Source: an optimization exercise on an open RTL-to-GDS flow (aim: small area, a short achievable clock period and few clock cycles). Production flows keep margins and buffers that such runs may drop.
In this exercise RTL edits were held to simulation tests only and were not proved equivalent to the original.
Power is estimated from default activity; no workload was simulated.

Setup of build 1:
// sun
module sun(
    pclk,
    presetn,
    psels,
    penables,
    pwrites,
    paddrs,
    pwdatas,
    prdatas,
    preadys
);
For scale: ~200 flip-flops, about 100 I/O pins.
==> flow/config.mk <==
export PLATFORM = sky130hd
export DESIGN_NAME = sun
export DESIGN_NICKNAME = sun
export VERILOG_FILES = /design/flow/design.v
export SDC_FILE = /design/flow/constraint.sdc
export NUM_CORES = 4
export LEC_CHECK = 0
export CAP_MARGIN = 20
export CORE_MARGIN = 2
export CORE_UTILIZATION = 40
export GPL_TIMING_DRIVEN = 0
export PLACE_DENSITY = 0.6
export SLEW_MARGIN = 20
==> flow/constraint.sdc <==
create_clock -name core_clock -period 80.0 [get_ports {pclk}]
set_input_delay 16.0000 -clock core_clock [delete_from_list [all_inputs] [get_ports {pclk}]]
set_output_delay 16.0000 -clock core_clock [all_outputs]
set_load 0.01 [all_outputs]
standard.sh (not shown) runs the stock make flow with config.mk's settings and CLKGATE_MAP_FILE= SYNTH_SCRIPT=/design/flow/synth_recipe.tcl, a recipe that flattens the netlist after the stock synthesis.
==> flow/flow/run.sh <==
#!/bin/bash
# Own layout flow: the standard flow (standard.sh) with these changes in how the
# layout is made:
#  - synthesis maps the logic with an area-oriented ABC script (flow/abc_area.script)
#    instead of ORFS's delay-oriented one, and skips the quick generic ABC pass inside
#    Yosys's synth (synth -noabc for the fine stage), so the full adders written in
#    the RTL reach Yosys's full-adder extraction as written. Everything else in
#    synthesis is unchanged, so the registers (names, count, cells) are the standard
#    synthesis's;
#  - the port buffers are sky130_fd_sc_hd__buf_1 cells;
#  - clock tree synthesis builds a plain H-tree (no sink clustering) of clkbuf_8 below a
#    clkbuf_16 root and adds no dummy loads.
# Each make run writes its full output to a log file in the work folder.
set -euo pipefail
W=$(pwd)
S="$W/scripts_area"
rm -rf "$S"
cp -r "$FLOW_HOME/scripts" "$S"
cp "$W/flow/abc_area.script" "$S/abc_speed.script"
sed -i 's/-run fine: {\*}\$synth_full_args/-run fine: -noabc {*}$synth_full_args/' "$S/synth.tcl"
grep -q -- '-run fine: -noabc' "$S/synth.tcl"
bash standard.sh SCRIPTS_DIR="$S" synth > "$W/make_synth.log" 2>&1
DONT_USE_CELLS="sky130_fd_sc_hd__buf_8 sky130_fd_sc_hd__buf_12 sky130_fd_sc_hd__buf_16 sky130_fd_sc_hd__bufinv_8 sky130_fd_sc_hd__bufinv_16 sky130_fd_sc_hd__inv_8 sky130_fd_sc_hd__inv_12 sky130_fd_sc_hd__inv_16" \
bash standard.sh BUFFER_PORTS_ARGS="-buffer_cell sky130_fd_sc_hd__buf_1" \
    CTS_ARGS="-repair_clock_nets -dont_use_dummy_load -root_buf sky130_fd_sc_hd__clkbuf_16 -buf_list sky130_fd_sc_hd__clkbuf_8" \
    finish > "$W/make_finish.log" 2>&1
==> flow/flow/abc_area.script <==
strash
dch -f
amap
Build 1 completed end to end with timing, DRC and antenna clean.
Testbench counts of build 1, summed over its fixed seeds: cycles 19,920.
Inputs modified between build 1 and build 65:
-- flow/flow/run.sh --
<<< build 1, line 21
grep -q -- '-run fine: -noabc' "$S/synth.tcl"
bash standard.sh SCRIPTS_DIR="$S" synth > "$W/make_synth.log" 2>&1
DONT_USE_CELLS="sky130_fd_sc_hd__buf_8 sky130_fd_sc_hd__buf_12 sky130_fd_sc_hd__buf_16 sky130_fd_sc_hd__bufinv_8 sky130_fd_sc_hd__bufinv_16 sky130_fd_sc_hd__inv_8 sky130_fd_sc_hd__inv_12 sky130_fd_sc_hd__inv_16" \
bash standard.sh BUFFER_PORTS_ARGS="-buffer_cell sky130_fd_sc_hd__buf_1" \
    CTS_ARGS="-repair_clock_nets -dont_use_dummy_load -root_buf sky130_fd_sc_hd__clkbuf_16 -buf_list sky130_fd_sc_hd__clkbuf_8" \
>>> build 65, line 21
grep -q -- '-run fine: -noabc' "$S/synth.tcl"
bash standard.sh SCRIPTS_DIR="$S" synth > "$W/make_synth.log" 2>&1
bash standard.sh BUFFER_PORTS_ARGS="-buffer_cell sky130_fd_sc_hd__buf_1" \
    CTS_ARGS="-repair_clock_nets -dont_use_dummy_load -root_buf sky130_fd_sc_hd__clkbuf_16 -buf_list sky130_fd_sc_hd__clkbuf_8" \
-- flow/config.mk --
<<< build 1, line 8
export CAP_MARGIN = 20
export CORE_MARGIN = 2
export CORE_UTILIZATION = 40
export GPL_TIMING_DRIVEN = 0
export PLACE_DENSITY = 0.6
export SLEW_MARGIN = 20
>>> build 65, line 8
export CAP_MARGIN = 20
export CORE_MARGIN = 2
export CORE_UTILIZATION = 65
export GPL_TIMING_DRIVEN = 0
export PLACE_DENSITY = 0.85
export SLEW_MARGIN = 20
[summary]
- Build 65 against build 1; wire length on met1 is down by more than 10%.
- Compared with build 1, build 65 shows a higher worst path arrival time.
- Re number of sinks driven by the clock tree: no difference whatsoever between build 65 and build 1.
Inputs modified between build 65 and build 39:
-- flow/flow/run.sh --
<<< build 65, line 10
#  - the port buffers are sky130_fd_sc_hd__buf_1 cells;
#  - clock tree synthesis builds a plain H-tree (no sink clustering) of clkbuf_8 below a
#    clkbuf_16 root and adds no dummy loads.
# Each make run writes its full output to a log file in the work folder.
set -euo pipefail
>>> build 39, line 10
#  - the port buffers are sky130_fd_sc_hd__buf_1 cells;
#  - clock tree synthesis builds a plain H-tree (no sink clustering) of clkbuf_8 below a
#    clkbuf_16 root and adds no dummy loads;
#  - the repair steps after placement and global routing do not use buffers or
#    inverters of drive 8 and up (flow/no_big_buffers.tcl, sourced before each step's
#    resizer starts).
# Each make run writes its full output to a log file in the work folder.
set -euo pipefail
<<< build 65, line 21
grep -q -- '-run fine: -noabc' "$S/synth.tcl"
bash standard.sh SCRIPTS_DIR="$S" synth > "$W/make_synth.log" 2>&1
bash standard.sh BUFFER_PORTS_ARGS="-buffer_cell sky130_fd_sc_hd__buf_1" \
    CTS_ARGS="-repair_clock_nets -dont_use_dummy_load -root_buf sky130_fd_sc_hd__clkbuf_16 -buf_list sky130_fd_sc_hd__clkbuf_8" \
>>> build 39, line 24
grep -q -- '-run fine: -noabc' "$S/synth.tcl"
bash standard.sh SCRIPTS_DIR="$S" synth > "$W/make_synth.log" 2>&1
PRE_RESIZE_TCL="$W/flow/no_big_buffers.tcl" PRE_GLOBAL_ROUTE_TCL="$W/flow/no_big_buffers.tcl" \
bash standard.sh BUFFER_PORTS_ARGS="-buffer_cell sky130_fd_sc_hd__buf_1" \
    CTS_ARGS="-repair_clock_nets -dont_use_dummy_load -root_buf sky130_fd_sc_hd__clkbuf_16 -buf_list sky130_fd_sc_hd__clkbuf_8" \
==> flow/flow/no_big_buffers.tcl (new file) <==
set_dont_use {sky130_fd_sc_hd__buf_8 sky130_fd_sc_hd__buf_12 sky130_fd_sc_hd__buf_16 sky130_fd_sc_hd__bufinv_8 sky130_fd_sc_hd__bufinv_16 sky130_fd_sc_hd__inv_8 sky130_fd_sc_hd__inv_12 sky130_fd_sc_hd__inv_16}
-- flow/config.mk --
<<< build 65, line 8
export CAP_MARGIN = 20
export CORE_MARGIN = 2
export CORE_UTILIZATION = 65
export GPL_TIMING_DRIVEN = 0
export PLACE_DENSITY = 0.85
export SLEW_MARGIN = 20
>>> build 39, line 8
export CAP_MARGIN = 20
export CORE_MARGIN = 2
export CORE_UTILIZATION = 40
export GPL_TIMING_DRIVEN = 0
export PLACE_DENSITY = 0.6
export SLEW_MARGIN = 20
### Flow results
- In terms of fmax, build 65 and build 39 differ only marginally.
- The power of build 39 is higher than that of build 65.
- Number of nets with antenna violations after detailed routing: build 39 vs build 65 identical
- Startpoint of the most critical setup path = rd[6]: build 65; startpoint of the most critical setup path = rd[21]: build 39
Here is what was changed in the inputs of build 66 compared with build 39.
==> flow/flow/run.sh <==
#!/bin/bash
# Own layout flow: the standard flow (standard.sh) with these changes in how the
# layout is made:
#  - synthesis maps the logic with an area-oriented ABC script (flow/abc_area.script)
#    instead of ORFS's delay-oriented one, and skips the quick generic ABC pass inside
#    Yosys's synth (synth -noabc for the fine stage), so the full adders written in
#    the RTL reach Yosys's full-adder extraction as written. Everything else in
#    synthesis is unchanged, so the registers (names, count, cells) are the standard
#    synthesis's;
#  - the port buffers are sky130_fd_sc_hd__buf_1 cells;
#  - clock tree synthesis builds a plain H-tree (no sink clustering) of clkbuf_8 below a
#    clkbuf_16 root and adds no dummy loads.
# Each make run writes its full output to a log file in the work folder.
set -euo pipefail
W=$(pwd)
S="$W/scripts_area"
rm -rf "$S"
cp -r "$FLOW_HOME/scripts" "$S"
cp "$W/flow/abc_area.script" "$S/abc_speed.script"
sed -i 's/-run fine: {\*}\$synth_full_args/-run fine: -noabc {*}$synth_full_args/' "$S/synth.tcl"
grep -q -- '-run fine: -noabc' "$S/synth.tcl"
bash standard.sh SCRIPTS_DIR="$S" synth > "$W/make_synth.log" 2>&1
bash standard.sh BUFFER_PORTS_ARGS="-buffer_cell sky130_fd_sc_hd__buf_1" \
    CTS_ARGS="-repair_clock_nets -dont_use_dummy_load" \
    finish > "$W/make_finish.log" 2>&1
removed: flow/flow/no_big_buffers.tcl
==> comparison <==
Both conditions hold for build 66: the flow ran to the end and the final layout passed the timing, design-rule and antenna checks.
Of build 66 and build 39, build 39 shows the lower non-clock buffer share of cell area, with build 66 above it.
Build 66 leaves less setup margin than build 39.
Build 39 -> build 66: number of remaining DRC errors delta 0, exact match
Synthesized area of build 66 is on par with build 39.
The number of design-rule violations left by the first detailed-router iteration in build 66 was lower than what build 39 gave.
Clock latency of the later-clocked register in the worst-skew pair, build 66 and build 39, lower one = build 39.
Against build 39, build 66 reports a combinational power share that is lower.
Count of cell instances traversed by the critical path came out exactly the same in build 66 and build 39.
Total routed wirelength of build 66 is on par with build 39.

static timing again, ports no longer ideal:
The results above use ideal ports. As a check the final layouts listed here were re-extracted and re-timed, cells and wires unchanged. Step 1, drivers: a clkbuf_16 drives pclk and a buf_2 each remaining input, both assumed. Step 2 moves the port delays by t, midway between the first and last clock arrival at a register: inputs arrive t later, outputs are due t later. That takes back most of the time a late clock gives input paths. Three values: ideal ports, drivers, drivers and shift; two values: the first two.
| run | t (ns) | slack for setup (ns) | latest minus earliest clock arrival (ns) | slew at the worst register clock pin (ns) |
|---|---|---|---|---|
| build 1 | 0.425 | 63.091 / 63.048 / 62.962 | 0.033 / 0.033 | 0.11 / 0.11 |
| build 65 | 0.425 | 63.039 / 63.002 / 62.970 | 0.030 / 0.030 | 0.10 / 0.10 |
| build 39 | 0.428 | 63.087 / 63.045 / 62.938 | 0.029 / 0.029 | 0.10 / 0.10 |
| build 66 | 0.470 | 63.061 / 63.018 / 62.946 | 0.019 / 0.019 | 0.07 / 0.07 |
After both steps setup and hold are still met in every run listed. The setup slack of build 39, which loses most, moves by -0.042 ns with the drivers and by -0.149 ns with both steps.
